Background: an optimization exercise with open tools, aiming at small area. Do not read the settings as production practice.
In this exercise RTL edits were held to simulation tests only and were not proved equivalent to the original.
Power is estimated from default activity; no workload was simulated.

===== design.v =====
module DECA_Gesture_Light_Sensor(
	input 		          		MAX10_CLK1_50,
	input 		          		RESET_N,
	output		     [7:0]		LED,
	output		          		LIGHT_I2C_SCL,
	output		          		LIGHT_I2C_SDA_OE,
	input 		          		LIGHT_I2C_SDA_IN
);
localparam [1:0] OP_G = 2'd0, OP_W = 2'd1, OP_P = 2'd2, OP_R = 2'd3;
wire clk  = MAX10_CLK1_50;
wire sdai = LIGHT_I2C_SDA_IN;
reg [6:0] div;
always @(posedge clk or negedge RESET_N)
  if (!RESET_N) div <= 7'd0; else div <= div + 7'd1;
wire tick = (div == 7'd63);
reg [1:0] op;
reg [6:0] t;
reg       rp;      
reg [3:0] idx;     
reg       nz;      
wire rep = (idx == 4'd3) || (idx >= 4'd5);
wire dz  = (idx == 4'd3) || (idx == 4'd6) || (idx == 4'd8);
wire succ = dz ^ nz;
always @(posedge clk or negedge RESET_N) begin
  if (!RESET_N) begin
    op <= OP_G; t <= 7'd9; rp <= 1'b0; idx <= 4'd0;
  end else if (tick) begin
    case (op)
      OP_G: if (t == 7'd11) begin op <= OP_W; t <= 7'd0; end
            else t <= t + 7'd1;
      OP_W: if (t == 7'd116 && rep) begin op <= OP_P; t <= 7'd0; end
            else if (t == 7'd117) begin op <= OP_W; t <= 7'd0; idx <= idx + 4'd1; end
            else t <= t + 7'd1;
      OP_P: if (t == 7'd41 && sdai) t <= 7'd2;
            else if (t == 7'd85) begin op <= OP_R; t <= 7'd0; end
            else t <= t + 7'd1;
      OP_R: if (t == 7'd83) begin
              if (rp) begin
                if (idx == 4'd10) begin op <= OP_G; t <= 7'd0; rp <= 1'b0; idx <= 4'd0; end
                else begin op <= OP_P; t <= 7'd0; idx <= idx + 4'd1; end
              end else if (succ) t <= 7'd84;
              else begin op <= OP_P; t <= 7'd0; end
            end else if (t == 7'd84) begin
              if (idx == 4'd9) begin op <= OP_P; t <= 7'd0; rp <= 1'b1; idx <= 4'd0; end
              else begin op <= OP_W; t <= 7'd0; idx <= idx + 4'd1; end
            end else t <= t + 7'd1;
    endcase
  end
end
reg [7:0] wptr, wdat, rptr;
always @* begin
  case (idx)
    4'd0: begin wptr = 8'h07; wdat = 8'h17; end
    4'd1: begin wptr = 8'h0F; wdat = 8'hFF; end
    4'd2: begin wptr = 8'h10; wdat = 8'h0F; end
    4'd4: begin wptr = 8'h17; wdat = 8'h37; end
    4'd5: begin wptr = 8'h18; wdat = 8'hA1; end
    4'd7: begin wptr = 8'h18; wdat = 8'h81; end
    4'd9: begin wptr = 8'h18; wdat = 8'h07; end
    default: begin wptr = 8'h18; wdat = 8'h00; end
  endcase
  case (idx)
    4'd0: rptr = 8'h00;
    4'd1: rptr = 8'h26;
    4'd2: rptr = 8'h27;
    4'd3: rptr = 8'h28;
    4'd4: rptr = 8'h29;
    4'd5: rptr = 8'h2A;
    4'd6: rptr = 8'h2B;
    4'd7: rptr = 8'h20;
    4'd8: rptr = 8'h30;
    4'd9: rptr = 8'h21;
    default: rptr = 8'h2E;
  endcase
end
wire [4:0] slot = t[6:2];
wire [1:0] ph   = t[1:0];
wire [7:0] pbyte = rp ? rptr : 8'h20;
reg bw, bp, br;    
always @* begin
  bw = 1'b1; bp = 1'b1; br = 1'b1;
  case (slot)
    5'd1: begin bw = 1'b1; bp = 1'b1; br = 1'b1; end
    5'd2: begin bw = 1'b0; bp = 1'b0; br = 1'b0; end
    5'd3: begin bw = 1'b1; bp = 1'b1; br = 1'b1; end
    5'd4: begin bw = 1'b1; bp = 1'b1; br = 1'b1; end
    5'd5: begin bw = 1'b0; bp = 1'b0; br = 1'b0; end
    5'd6: begin bw = 1'b1; bp = 1'b1; br = 1'b1; end
    5'd7: begin bw = 1'b0; bp = 1'b0; br = 1'b0; end
    5'd8: begin bw = 1'b0; bp = 1'b0; br = 1'b1; end
    5'd9: begin bw = 1'b1; bp = 1'b1; br = 1'b1; end
    5'd10: bw = wptr[7];
    5'd11: begin bw = wptr[6]; bp = pbyte[7]; end
    5'd12: begin bw = wptr[5]; bp = pbyte[6]; end
    5'd13: begin bw = wptr[4]; bp = pbyte[5]; end
    5'd14: begin bw = wptr[3]; bp = pbyte[4]; end
    5'd15: begin bw = wptr[2]; bp = pbyte[3]; end
    5'd16: begin bw = wptr[1]; bp = pbyte[2]; end
    5'd17: begin bw = wptr[0]; bp = pbyte[1]; end
    5'd18: begin bw = 1'b1;    bp = pbyte[0]; end
    5'd19: bw = wdat[7];
    5'd20: bw = wdat[6];
    5'd21: bw = wdat[5];
    5'd22: bw = wdat[4];
    5'd23: bw = wdat[3];
    5'd24: bw = wdat[2];
    5'd25: bw = wdat[1];
    5'd26: bw = wdat[0];
    default: ;
  endcase
end
localparam [31:0] MW = 32'h0FFF_FFFE, MP = 32'h000F_F802 | 32'h0000_03FE, MR = 32'h0000_03FE, MRD = 32'h0007_FC00;
reg sda, scl;
always @* begin
  sda = 1'b1; scl = 1'b1;
  case (op)
    OP_G: ;
    OP_W: begin
      if (MW[slot]) begin
        sda = (ph == 2'd0) ? 1'b0 : bw;
        scl = (ph == 2'd2);
      end else if (t == 7'd3 || t == 7'd113) sda = 1'b0;
      else if (t == 7'd112) begin sda = 1'b0; scl = 1'b0; end
    end
    OP_P: begin
      if (MP[slot] && !(slot == 5'd9 && ph == 2'd3)) begin
        sda = (ph == 2'd0) ? 1'b0 : bp;
        scl = (ph == 2'd2);
      end else if (t == 7'd3 || t == 7'd81) sda = 1'b0;
      else if (t == 7'd42 || t == 7'd43) scl = 1'b0;
      else if (t == 7'd80) begin sda = 1'b0; scl = 1'b0; end
    end
    OP_R: begin
      if (MR[slot]) begin
        sda = (ph == 2'd0) ? 1'b0 : br;
        scl = (ph == 2'd2);
      end else if (MRD[slot]) scl = (ph == 2'd1);
      else if (t == 7'd3 || t == 7'd79) sda = 1'b0;
      else if (t == 7'd76 || t == 7'd77) scl = 1'b0;
      else if (t == 7'd78) begin sda = 1'b0; scl = 1'b0; end
    end
  endcase
end
assign LIGHT_I2C_SCL    = scl;
assign LIGHT_I2C_SDA_OE = ~sda;
localparam [31:0] MS = 32'h0003_FC00;
wire samp = tick && op == OP_R && MS[slot] && ph == 2'd0;
always @(posedge clk)
  if (op == OP_P) nz <= 1'b0;
  else if (samp && sdai) nz <= 1'b1;
reg  [16:0] acc;
wire acc_en = samp && sdai && rp && (idx == 4'd1 || idx == 4'd2 || idx == 4'd3 ||
                                     idx == 4'd4 || idx == 4'd5 || idx == 4'd6);
reg  [16:0] cy;
integer i;
always @* begin
  cy[0] = 1'b0;
  for (i = 0; i < 17; i = i + 1) begin
    if (i < 16)
      cy[i] = (acc_en && slot[2:0] == ((17 - (i % 8)) % 8) && idx[0] == (i < 8))
              || (i > 0 && cy[i-1] && acc[i-1]);
    else
      cy[i] = cy[i-1] && acc[i-1];
  end
end
always @(posedge clk)
  if (!rp) acc <= 17'd0;
  else acc <= {acc[16] | cy[16], acc[15:0] ^ cy[15:0]};
function ge;    
  input [9:0] x; input [9:0] c;
  integer n;
  begin
    ge = 1'b1;
    for (n = 0; n < 10; n = n + 1)
      ge = c[n] ? (x[n] & ge) : (x[n] | ge);
  end
endfunction
wire [9:0] sh = acc[15:6];
reg [7:0] level;
wire latch = tick && op == OP_R && rp && idx == 4'd10 && t == 7'd82;
always @(posedge clk or negedge RESET_N)
  if (!RESET_N) level <= 8'd0;
  else if (latch) level <= {8{acc[16]}} | {
      ge(sh, 10'd675), ge(sh, 10'd582), ge(sh, 10'd489), ge(sh, 10'd396),
      ge(sh, 10'd303), ge(sh, 10'd210), ge(sh, 10'd117), ge(sh, 10'd24) };
assign LED = ~level;
endmodule

===== run.sh =====
#!/bin/bash
# synth_recipe.tcl (not shown) runs the flow's synth.tcl, then flattens the netlist and writes it again
# the make line also repeats each setting of config.mk as NAME=value (left out here)
make -C /OpenROAD-flow-scripts/flow DESIGN_CONFIG=/design/flow/config.mk WORK_HOME=/design/flow/orfs CLKGATE_MAP_FILE= SYNTH_SCRIPT=/design/flow/synth_recipe.tcl finish

===== config.mk =====
export PLATFORM = sky130hd
export DESIGN_NAME = DECA_Gesture_Light_Sensor
export DESIGN_NICKNAME = DECA_Gesture_Light_Sensor
export VERILOG_FILES = /design/flow/design.v
export SDC_FILE = /design/flow/constraint.sdc
export NUM_CORES = 4
export LEC_CHECK = 0
export CAP_MARGIN = 20
export CORE_MARGIN = 2
export CORE_UTILIZATION = 40
export PLACE_DENSITY = 0.6
export SLEW_MARGIN = 20

===== constraint.sdc =====
create_clock -name core_clock -period 20.0 [get_ports {MAX10_CLK1_50}]
set_input_delay 4.0000 -clock core_clock [delete_from_list [all_inputs] [get_ports {MAX10_CLK1_50}]]
set_output_delay 4.0000 -clock core_clock [all_outputs]
set_load 0.01 [all_outputs]

==> results of run 1 <==
cell families after synthesis:
family / Yosys count
AND/OR/NAND/NOR: 171
XOR/XNOR: 4
flip-flops: 47
adder cells (fa/ha/maj): 27
AO/OA/AOI/OAI: 136
buffers and inverters: 57
multiplexers: 6
worst max-delay path: cells and delay by family:
family | cells | cell delay [ns]
adder cells (fa/ha/maj) | 16 | 2.88
AO/OA/AOI/OAI | 15 | 2.26
AND/OR/NAND/NOR | 5 | 0.79
buffers and inverters | 1 | 0.46
flip-flops by register name, summed over array words and instances, names as in the netlist:
signal and flops:
acc 17, level 8, t 7, rp 1, op 2, div 7
nz 1, idx 4
worst min-delay path by stage:
| stage | endpoint | slack [ns] | cells after the start |
|---|---|---|---|
| finish | div[0] | 0.45 | 1 |
| global route | div[0] | 0.48 | 1 |
| CTS | div[0] | 0.47 | 1 |
| detailed placement | div[0] | 0.45 | 1 |
| global placement | div[0] | 0.44 | 1 |
| floorplan | div[0] | 0.42 | 1 |
layer usage:
layer	wire length [um]	GRT usage, %
met4	95	4.21
met3	349	2.32
met5	0	0
met1	4500	28.3
met2	4390	31.8
layout make-up:
cell class,count,area (um2),area share [%]
sequential,47,1090,27.9
clock buffer,5,68.8,1.77
clock inverter,3,18.8,0.482
multi-input combinational,344,2340,60.0
timing repair buffer,15,143,3.66
tap,108,135,3.47
inverter,27,104,2.66
through the flow:
stage / cell area, um2 / hold slack (ns) / util, % / std cells
floorplan: 3660 / 0.423 / - / 448
global placement: 3810 / 0.443 / 43.3 / 541
detailed placement: 3810 / 0.452 / 43.3 / 541
CTS: 3900 / 0.466 / 44.3 / 549
global route: 3900 / 0.480 / 44.3 / 549
finish: 3900 / 0.453 / 44.3 / 549
power groups by stage:
stage / sequential [mW] / combinational [mW] / clock (mW)
after global routing: 0.0944 / 0.00224 / 0.0639
after CTS: 0.0944 / 0.00204 / 0.0604
after detailed placement: 0.0964 / 0.00204 / 0
after global placement: 0.0964 / 0.00203 / 0
final: 0.0944 / 0.00191 / 0.0579
after floorplan: 0.0964 / 0.000125 / 0
layout by cell type (no fill, tap or decap), types with 8 or more instances in the layout:
cell type        count
a21oi_1             26
and2_1              17
clkdlybuf4s50_1     12
dfrtp_1             27
dfxtp_1             18
ha_1                26
inv_1               26
nand2_1             35
nand2b_1             9
nand3_1             25
nor2_1              19
nor2b_1              8
nor3_1              12
nor4_1               8
o21ai_0             25
o21bai_1            16
==> impl_metrics.py, run 1 <==
metrics = {
    "worst_setup_path": {
        "reg2regPathDepth": 40,
        "crit_path_end": "acc[15]",
        "cpPeakStageDelay_ns": 0.46,
        "crit_arrival_ns": 10.38,
        "critPathRequiredTime_ns": 20.20,
        "crit_path_start_kind": "input port",
        "cp_common_cell": "ha_1",
        "cp_max_fo": 4,
        "reg2reg_to": "acc[15]",
        "reg2reg_slack_ns": 12.59,
        "critPathKind": "in -> reg",
        "crit_slowest_cell": "clkdlybuf4s50_1",
        "r2r_start": "idx[0]",
        "end_kind": "flip-flop",
        "crit_start": "LIGHT_I2C_SDA_IN",
    },
    "power": {
        "switching_power_mw": 0.0346,
        "irDropWorstVdd_mv": 0.0349,
        "p_sw_share_pct": 22.4,
        "leakagePower_nw": 1.64,
        "seqPwrFrac_pct": 61.2,
        "p_total_mw": 0.154,
        "pwr-share-clk_pct": 37.6,
        "comb_power_share_pct": 1.2,
        "cellInternalPower_mw": 0.120,
        "powerDensity_nw_per_um2": 39.6,
    },
    "drt": {
        "wl_per_cell_um": 17.0,
        "drc": 0,
        "vias": 3344,
        "dr.pass1.iters": 5,
        "drt_iter0_drc": 246,
        "vias_per_cell": 6.09,
        "routed_wl_um": 9330,
        "ant_nets": 0,
    },
    "yosys": {
        "ys_seq_area_share_pct": 29.7,
        "syn_avg_cell_area_um2": 8.18,
        "muxShareOfSynthArea_pct": 1.74,
        "yosysTopAreaCellShare_pct": 18.4,
        "synth_nets": 477,
        "synth_cell_type_count": 76,
        "synth_top_family_by_area": "simple AND/OR/NAND/NOR gates",
        "synthSimpleGateAreaFrac_pct": 26.7,
        "yosys_register_bits": 47,
        "yosysMostFrequentCell": "nand2_1",
        "synth_edf_count": 0,
        "async_flop_share_pct": 61.7,
        "synthTopCellsByArea": "dfrtp_1, dfxtp_1, ha_1, nand2_1, a21oi_1",
        "netlist_instances": 448,
        "synth_compound_area_share_pct": 25.3,
        "synth_flop_cell": "dfrtp_1",
        "synth_xor_area_share_pct": 0.956,
        "yosys_warnings": 3,
        "synth_area_um2": 3660,
        "yosys-top-cells-count": "nand2_1, dfrtp_1, a21oi_1, ha_1, inv_1",
        "synth_fa_ha_area_share_pct": 9.15,
        "yosys.area.top_type": "dfrtp_1",
    },
    "sta": {
        "fmax_mhz": 98.2,
        "layout_setup_ws_ns": 9.82,
        "max_slew_margin_pct": 40.2,
        "report.final.slew_viol_count": 0,
        "tightest_slew_ns": 0.890,
        "rsz0062_at_grt": "false",
        "period_share_pct": 50.9,
        "period_needed_ns": 10.18,
        "skew_ns": 0.00691,
        "hold_viol": 0,
        "setup_viol": 0,
        "setup_tns_ns": 0,
    },
    "placed_design": {
        "hpwl_um": 6640,
        "place_ws_ns": 9.47,
        "gp_congestion": 0.932,
        "io_buffers": 12,
    },
    "clocking": {
        "cts_setup_buffers": 0,
        "ctsHtreeMaxLevel": 2,
        "cts-resized-gates": 0,
        "hold_buffers": 0,
        "clk_latency_ns": 0.29,
        "cts_tree": "yes",
        "cts_buffer_depth": 2,
        "cts_made_buffers": 5,
        "clk_pin_slew_ns": 0.09,
        "cts_sinks": 47,
        "cts_root_buf": "clkbuf_8",
    },
    "floorplan": {
        "dieHeight_um": 99.7,
        "die_w_um": 99.7,
        "start_util_pct": 41.6,
        "dieArea_um2": 9940,
        "boundaryPins": 13,
        "rows": 34,
        "core_region_area_um2": 8810,
    },
    "global_routing": {
        "grt_start_max_net_pins": 37,
        "first_global_vias": 3216,
        "overflow": 0,
        "grt_pass1_wl_um": 16200,
        "grt_antenna_before_repair": 0,
        "grt_use_total_pct": 19.7,
    },
    "hold_path": {
        "hp-class": "reg -> reg",
        "worstHoldStart": "div[0]",
    },
    "outcome": {
        "status": "no timing/DRC/antenna violations",
    },
    "cells_and_area": {
        "n_fill_cell": 887,
        "area_growth_pct": 6.39,
        "final_nets": 469,
        "layout-drive-gt1-share_pct": 6.12,
        "diodes": 0,
    },
    "run": {
        "maxCapViolCount": 0,
    },
}
==> run 2, diff against run 1 <==
--- a/design.v
+++ b/design.v
@@ -150,20 +150,19 @@
   else if (samp && sdai) nz <= 1'b1;
-reg  [16:0] acc;
-wire acc_en = samp && sdai && rp && (idx == 4'd1 || idx == 4'd2 || idx == 4'd3 ||
-                                     idx == 4'd4 || idx == 4'd5 || idx == 4'd6);
-reg  [16:0] cy;
-integer i;
-always @* begin
-  cy[0] = 1'b0;
-  for (i = 0; i < 17; i = i + 1) begin
-    if (i < 16)
-      cy[i] = (acc_en && slot[2:0] == ((17 - (i % 8)) % 8) && idx[0] == (i < 8))
-              || (i > 0 && cy[i-1] && acc[i-1]);
-    else
-      cy[i] = cy[i-1] && acc[i-1];
+reg  [15:0] ring;
+reg         sbig, cy, pend;
+wire        in_ps = rp && (idx == 4'd1 || idx == 4'd2 || idx == 4'd3 ||
+                           idx == 4'd4 || idx == 4'd5 || idx == 4'd6);
+wire [3:0]  pos = {~idx[0], 3'd1 - slot[2:0]};
+wire        win = (div[6:4] == 3'd4);
+wire        e   = cy | (pend && win && div[3:0] == pos);
+always @(posedge clk) begin
+  if (tick) pend <= samp && sdai && in_ps;
+  if (!rp) begin
+    ring <= 16'd0; sbig <= 1'b0; cy <= 1'b0;
+  end else begin
+    ring <= {ring[0] ^ e, ring[15:1]};
+    cy   <= ring[0] && e && div[3:0] != 4'd15;
+    if (ring[0] && e && div[3:0] == 4'd15) sbig <= 1'b1;
   end
 end
-always @(posedge clk)
-  if (!rp) acc <= 17'd0;
-  else acc <= {acc[16] | cy[16], acc[15:0] ^ cy[15:0]};
 function ge;    
@@ -177,3 +176,3 @@
 endfunction
-wire [9:0] sh = acc[15:6];
+wire [9:0] sh = {ring[0], ring[15:7]};
 reg [7:0] level;
@@ -182,3 +181,3 @@
   if (!RESET_N) level <= 8'd0;
-  else if (latch) level <= {8{acc[16]}} | {
+  else if (latch) level <= {8{sbig}} | {
       ge(sh, 10'd675), ge(sh, 10'd582), ge(sh, 10'd489), ge(sh, 10'd396),
--- a/config.mk
+++ b/config.mk
@@ -10,2 +10,5 @@
 export CORE_UTILIZATION = 40
+export CTS_BUF_LIST = sky130_fd_sc_hd__clkbuf_8
+export CTS_CLUSTER_DIAMETER = 200
+export CTS_CLUSTER_SIZE = 60
 export PLACE_DENSITY = 0.6
==> impl_metrics.py, run 2 <==
metrics = {
    "clocking": {
        "cts-resized-gates": 0,
        "ctsHtreeMaxLevel": 2,
        "cts_buffer_depth": 2,
        "cts_made_buffers": 5,
        "cts_setup_buffers": 0,
        "cts_root_buf": "clkbuf_8",
        "clk_pin_slew_ns": 0.09,
        "hold_buffers": 0,
        "cts_sinks": 49,
        "clk_latency_ns": 0.29,
        "cts_tree": "yes",
    },
    "drt": {
        "wl_per_cell_um": 16.3,
        "drc": 0,
        "drt_iter0_drc": 298,
        "ant_nets": 0,
        "vias": 3110,
        "routed_wl_um": 8500,
        "dr.pass1.iters": 5,
        "vias_per_cell": 5.95,
    },
    "floorplan": {
        "core_region_area_um2": 8220,
        "die_w_um": 96.0,
        "rows": 33,
        "dieHeight_um": 96.0,
        "dieArea_um2": 9210,
        "start_util_pct": 41.2,
        "boundaryPins": 13,
    },
    "global_routing": {
        "grt_antenna_before_repair": 0,
        "grt_use_total_pct": 19.2,
        "overflow": 0,
        "grt_start_max_net_pins": 30,
        "first_global_vias": 2688,
        "grt_pass1_wl_um": 13800,
    },
    "sta": {
        "skew_ns": 0.00674,
        "period_needed_ns": 7.10,
        "hold_viol": 0,
        "fmax_mhz": 141,
        "report.final.slew_viol_count": 0,
        "period_share_pct": 35.5,
        "setup_viol": 0,
        "setup_tns_ns": 0,
        "tightest_slew_ns": 0.725,
        "max_slew_margin_pct": 51.7,
        "rsz0062_at_grt": "false",
    },
    "yosys": {
        "synth_nets": 444,
        "async_flop_share_pct": 59.2,
        "yosys.area.top_type": "dfrtp_1",
        "synth_edf_count": 1,
        "ys_seq_area_share_pct": 33.6,
        "yosys_register_bits": 49,
        "netlist_instances": 428,
        "yosysMostFrequentCell": "nand2_1",
        "syn_avg_cell_area_um2": 7.91,
        "synth_flop_cell": "dfrtp_1",
        "yosys-top-cells-count": "nand2_1, dfrtp_1, inv_1, nor2_1, a21oi_1",
        "synth_cell_type_count": 68,
        "yosysTopAreaCellShare_pct": 20.0,
        "synthTopCellsByArea": "dfrtp_1, dfxtp_1, ha_1, nand2_1, a21oi_1",
        "yosys_warnings": 1,
        "synth_area_um2": 3380,
    },
    "cells_and_area": {
        "largest_reg_flops": 16,
        "layout-drive-gt1-share_pct": 3.83,
        "n_fill_cell": 821,
        "reg_top3": "ring (16), level (8)",
        "area_growth_pct": 7.25,
        "final_nets": 433,
        "largest-register": "ring",
        "layout_commonest_cell": "nand2_1",
        "mostFrequentLayoutCells": "nand2_1, dfrtp_1, inv_1, nor2_1, a21oi_1",
        "diodes": 0,
    },
    "worst_setup_path": {
        "critPathRequiredTime_ns": 16.00,
        "crit_path_start_kind": "flip-flop",
        "crit_arrival_ns": 3.10,
        "cp_max_fo": 23,
        "end_kind": "output port",
        "critPathKind": "reg -> out",
    },
    "power": {
        "powerDensity_nw_per_um2": 47.7,
        "p_total_mw": 0.173,
        "irDropWorstVdd_mv": 0.0357,
        "leakagePower_nw": 1.48,
    },
    "outcome": {
        "status": "no timing/DRC/antenna violations",
    },
    "hold_path": {
        "hp-class": "reg -> reg",
    },
    "placed_design": {
        "gp_congestion": 0.932,
        "hpwl_um": 6040,
        "io_buffers": 12,
    },
    "run": {
        "maxCapViolCount": 0,
    },
}
## run 2: changes by cell type after synthesis, moves of 5 or more
cell	before	now
nand2_1	35	41
ha_1	26	13
o21ai_1	5	11
nor4_1	8	2
a211oi_1	3	9
o21bai_1	16	0
nor2_1	19	26
xnor2_1	2	7
nand3_1	25	18
## run 2: worst max-delay path: stages (launching register included)
cell and delay (ns):
dfstp_2 0.82, nor2b_1 0.50, o21ai_0 0.17, a21oi_1 0.21, a21oi_1 0.08, nor2b_1 0.18, o21ai_0 0.17, o211a_1 0.16
clkdlybuf4s50_1 0.52
## run 2: final timing paths
kind                       startpoint            end  slack, ns  cells after the start
min in group asynchronous     RESET_N           t[5]       4.09                      2
min                           ring[1]        ring[0]       0.44                      1
min reg2reg                   ring[1]        ring[0]       0.44                      1
max in group asynchronous     RESET_N           t[3]      15.58                      2
max                              t[3]  LIGHT_I2C_SCL      12.90                      8
max reg2reg                    div[0]       level[7]      17.34                      7
## run 2: per-layer routing
metal | track usage [%] | up-vias | part of all wire [%]
li1 | - | 1508 | -
met1 | 28.8 | 1478 | 48
met2 | 28.1 | 112 | 44
met3 | 3.99 | 12 | 6.3
met4 | 4.29 | 0 | 1.7
met5 | 0 | - | 0
## run 2: cell families (layout without fill, tap and decap cells)
family | count (synthesis) | in the layout | share of synthesized area (%)
DFF | 49 | 49 | 33.6
and+or+nand+nor | 167 | 167 | 25.5
muxes | 5 | 5 | 1.55
AOI/OAI and AO/OA | 127 | 127 | 25.2
adders and majority gates | 13 | 13 | 4.81
buffers and inverters | 58 | 48 | 6.91
xor gates and xnor gates | 9 | 9 | 2.33
## run 2: power by group
group / total (mW) / internal [mW] / switching (mW)
Clock: 0.0728 / 0.0408 / 0.0320
Sequential: 0.0986 / 0.0986 / 0
Combinational: 0.00182 / 0.000473 / 0.00135
Total: 0.173 / 0.140 / 0.0334
## run 2: final cells by class
cell class / instances / area [um2] / share of cell area, %
Tap cell: 105 / 131 / 3.62
Clock buffer: 6 / 82.6 / 2.28
Multi-Input combinational cell: 321 / 2010 / 55.4
Inverter: 27 / 101 / 2.79
Clock inverter: 2 / 36.3 / 1.00
Sequential cell: 49 / 1140 / 31.4
Timing Repair Buffer: 13 / 128 / 3.52
## run 2: through the flow
step	hold WS, ns	area [um2]	setup WS, ns	std cells	util (%)
after floorplan	0.412	3380	14.06	428	-
after global placement	0.413	3510	13.23	515	42.7
after detailed placement	0.417	3510	13.29	515	42.7
after CTS	0.439	3630	12.96	523	44.2
after global routing	0.461	3630	12.64	523	44.2
final	0.437	3630	12.90	523	44.2
==> run 3, diff against run 2 <==
--- a/config.mk
+++ b/config.mk
@@ -10,5 +10,2 @@
 export CORE_UTILIZATION = 40
-export CTS_BUF_LIST = sky130_fd_sc_hd__clkbuf_8
-export CTS_CLUSTER_DIAMETER = 200
-export CTS_CLUSTER_SIZE = 60
 export PLACE_DENSITY = 0.6
==> impl_metrics.py, run 3 <==
metrics = {
    "clocking": {
        "cts_sinks": 49,
        "ctsHtreeMaxLevel": 2,
        "cts_tree": "yes",
        "cts_root_buf": "clkbuf_8",
        "cts_made_buffers": 5,
        "clk_pin_slew_ns": 0.09,
        "hold_buffers": 0,
        "cts_setup_buffers": 0,
        "cts_buffer_depth": 2,
        "cts-resized-gates": 0,
        "clk_latency_ns": 0.29,
    },
    "drt": {
        "dr.pass1.iters": 5,
        "wl_per_cell_um": 16.3,
        "drc": 0,
        "ant_nets": 0,
        "drt_iter0_drc": 298,
        "routed_wl_um": 8500,
        "vias_per_cell": 5.95,
        "vias": 3110,
    },
    "worst_setup_path": {
        "crit_path_start_kind": "flip-flop",
        "critPathRequiredTime_ns": 16.00,
        "cp_cell_sequence": "nor2b_1 > o21ai_0 > a21oi_1 > a21oi_1 > nor2b_1 > o21ai_0 > o211a_1 > clkdlybuf4s50_1",
        "cp_max_fo": 23,
        "crit_arrival_ns": 3.10,
        "crit_start": "t[3]",
        "critPathKind": "reg -> out",
        "cpPeakStageDelay_ns": 0.82,
        "reg2regPathDepth": 7,
        "reg2reg_to": "level[7]",
        "r2r_start": "div[0]",
        "end_kind": "output port",
        "crit_slowest_cell": "dfstp_2",
        "reg2reg_slack_ns": 17.34,
    },
    "sta": {
        "setup_tns_ns": 0,
        "setup_viol": 0,
        "max_slew_margin_pct": 51.7,
        "fmax_mhz": 141,
        "period_needed_ns": 7.10,
        "report.final.slew_viol_count": 0,
        "tightest_slew_ns": 0.725,
        "rsz0062_at_grt": "false",
        "skew_ns": 0.00674,
        "hold_viol": 0,
        "period_share_pct": 35.5,
    },
    "global_routing": {
        "met2_usage_pct": 28.1,
        "grt_start_max_net_pins": 30,
        "met1_usage_pct": 28.8,
        "first_global_vias": 2688,
        "grt_pass1_wl_um": 13800,
        "grt_antenna_before_repair": 0,
        "grt_use_total_pct": 19.2,
        "use_met3_pct": 3.99,
        "grt_busiest_layer": "met1",
        "overflow": 0,
    },
    "cells_and_area": {
        "area_growth_pct": 7.25,
        "final_nets": 433,
        "mostFrequentLayoutCells": "nand2_1, dfrtp_1, inv_1, nor2_1, a21oi_1",
        "post-route-util_pct": 44.2,
        "layout-drive-gt1-share_pct": 3.83,
        "reg_top3": "ring (16), level (8)",
        "largest-register": "ring",
        "n_fill_cell": 821,
        "largest_reg_flops": 16,
        "layout_commonest_cell": "nand2_1",
        "diodes": 0,
    },
    "yosys": {
        "netlist_instances": 428,
        "yosys_warnings": 1,
        "synthTopCellsByArea": "dfrtp_1, dfxtp_1, ha_1, nand2_1, a21oi_1",
        "yosysTopAreaCellShare_pct": 20.0,
        "syn_avg_cell_area_um2": 7.91,
        "yosysMostFrequentCell": "nand2_1",
        "synth_area_um2": 3380,
        "synth_cell_type_count": 68,
        "synth_flop_cell": "dfrtp_1",
        "yosys-top-cells-count": "nand2_1, dfrtp_1, inv_1, nor2_1, a21oi_1",
        "synth_nets": 444,
        "yosys.area.top_type": "dfrtp_1",
        "ys_seq_area_share_pct": 33.6,
        "yosys_register_bits": 49,
        "async_flop_share_pct": 59.2,
        "synth_edf_count": 1,
    },
    "outcome": {
        "status": "no timing/DRC/antenna violations",
    },
    "power": {
        "leakagePower_nw": 1.48,
        "powerDensity_nw_per_um2": 47.7,
        "irDropWorstVdd_mv": 0.0357,
    },
    "floorplan": {
        "dieHeight_um": 96.0,
        "start_util_pct": 41.2,
        "boundaryPins": 13,
        "core_region_area_um2": 8220,
        "die_w_um": 96.0,
        "rows": 33,
        "dieArea_um2": 9210,
    },
    "placed_design": {
        "io_buffers": 12,
        "gp_congestion": 0.932,
        "hpwl_um": 6040,
    },
    "run": {
        "maxCapViolCount": 0,
    },
    "hold_path": {
        "holdPathStages": 1,
        "worstHoldEndpoint": "ring[0]",
        "worstHoldStart": "ring[1]",
        "hp-class": "reg -> reg",
    },
}
run 3: worst max-delay path, delay by kind of cell, from the launching register on:
| kind | cells | cell delay (ns) |
|---|---|---|
| buf+inv | 1 | 0.52 |
| compound gates | 5 | 0.79 |
| simple gates | 2 | 0.68 |
| flops | 1 | 0.82 |
run 3: layer usage:
layer	wire, um	share of wire (%)
met5	0	0
met4	142	1.7
met3	532	6.3
met2	3730	44
met1	4090	48
run 3: final cells by class:
type	count	area [um2]	area share, %
inverters	27	101	2.79
multi-input cells	321	2010	55.4
clock inverters	2	36.3	1.00
clock buffers	6	82.6	2.28
well taps	105	131	3.62
repair buffers	13	128	3.52
flip-flops and latches	49	1140	31.4
run 3: per-stage QoR:
stage | total power [mW] | cells | cell area, um2 | worst slack [ns] | hold slack, ns
global route | 0.181 | 523 | 3630 | 12.64 | 0.461
floorplan | 0.101 | 428 | 3380 | 14.06 | 0.412
detailed placement | 0.103 | 515 | 3510 | 13.29 | 0.417
CTS | 0.176 | 523 | 3630 | 12.96 | 0.439
global placement | 0.103 | 515 | 3510 | 13.23 | 0.413
finish | 0.173 | 523 | 3630 | 12.90 | 0.437
run 3: report_power, final:
part | total [mW] | switching [mW] | internal [mW]
combinational | 0.00182 | 0.00135 | 0.000473
clock | 0.0728 | 0.0320 | 0.0408
sequential | 0.0986 | 0 | 0.0986
total | 0.173 | 0.0334 | 0.140
run 3: kinds of logic after synthesis:
| logic type | after synthesis | synth area share, % |
|---|---|---|
| xor+xnor | 9 | 2.33 |
| compound gates | 127 | 25.2 |
| flops | 49 | 33.6 |
| buf+inv | 58 | 6.91 |
| simple gates | 167 | 25.5 |
| fa+ha+maj | 13 | 4.81 |
| mux | 5 | 1.55 |
run 3: worst max-delay path by stage:
| stage | end | slack [ns] | depth (start not counted) |
|---|---|---|---|
| after floorplan | LIGHT_I2C_SDA_OE | 14.06 | 8 |
| after global placement | LIGHT_I2C_SCL | 13.23 | 8 |
| after detailed placement | LIGHT_I2C_SCL | 13.29 | 8 |
| after CTS | LIGHT_I2C_SDA_OE | 12.96 | 10 |
| after global routing | LIGHT_I2C_SDA_OE | 12.64 | 10 |
| final | LIGHT_I2C_SCL | 12.90 | 8 |

[separate check: timing with driven ports]
Ports are ideal in the flow. The routed layouts listed here were re-timed in OpenROAD.
Step 1 sets driving cells, clkbuf_16 on the clock port and buf_2 on the other inputs (assumed; they add their load-dependent delay and slew).
Step 2 times the ports against the registers' clock, not the clock port: input delays grow and output delays shrink by t, the midpoint of the rising clock arrivals with the driver on.
Three values: ideal, step 1, step 2; two values: the first two.
| run | shift t [ns] | slack for setup (ns) | worst slew at a driven data input, ns |
|---|---|---|---|
| run 1 | 0.322 | 9.820 / 9.830 / 9.509 | 0.03 |
| run 2 | 0.321 | 12.900 / 12.871 / 13.191 | 0.03 |
| run 3 | 0.321 | 12.900 / 12.871 / 13.191 | 0.03 |
After both steps every run listed still meets setup and hold. The setup slack of run 1, which loses most, moves by +0.010 ns with the drivers and by -0.311 ns with both steps.
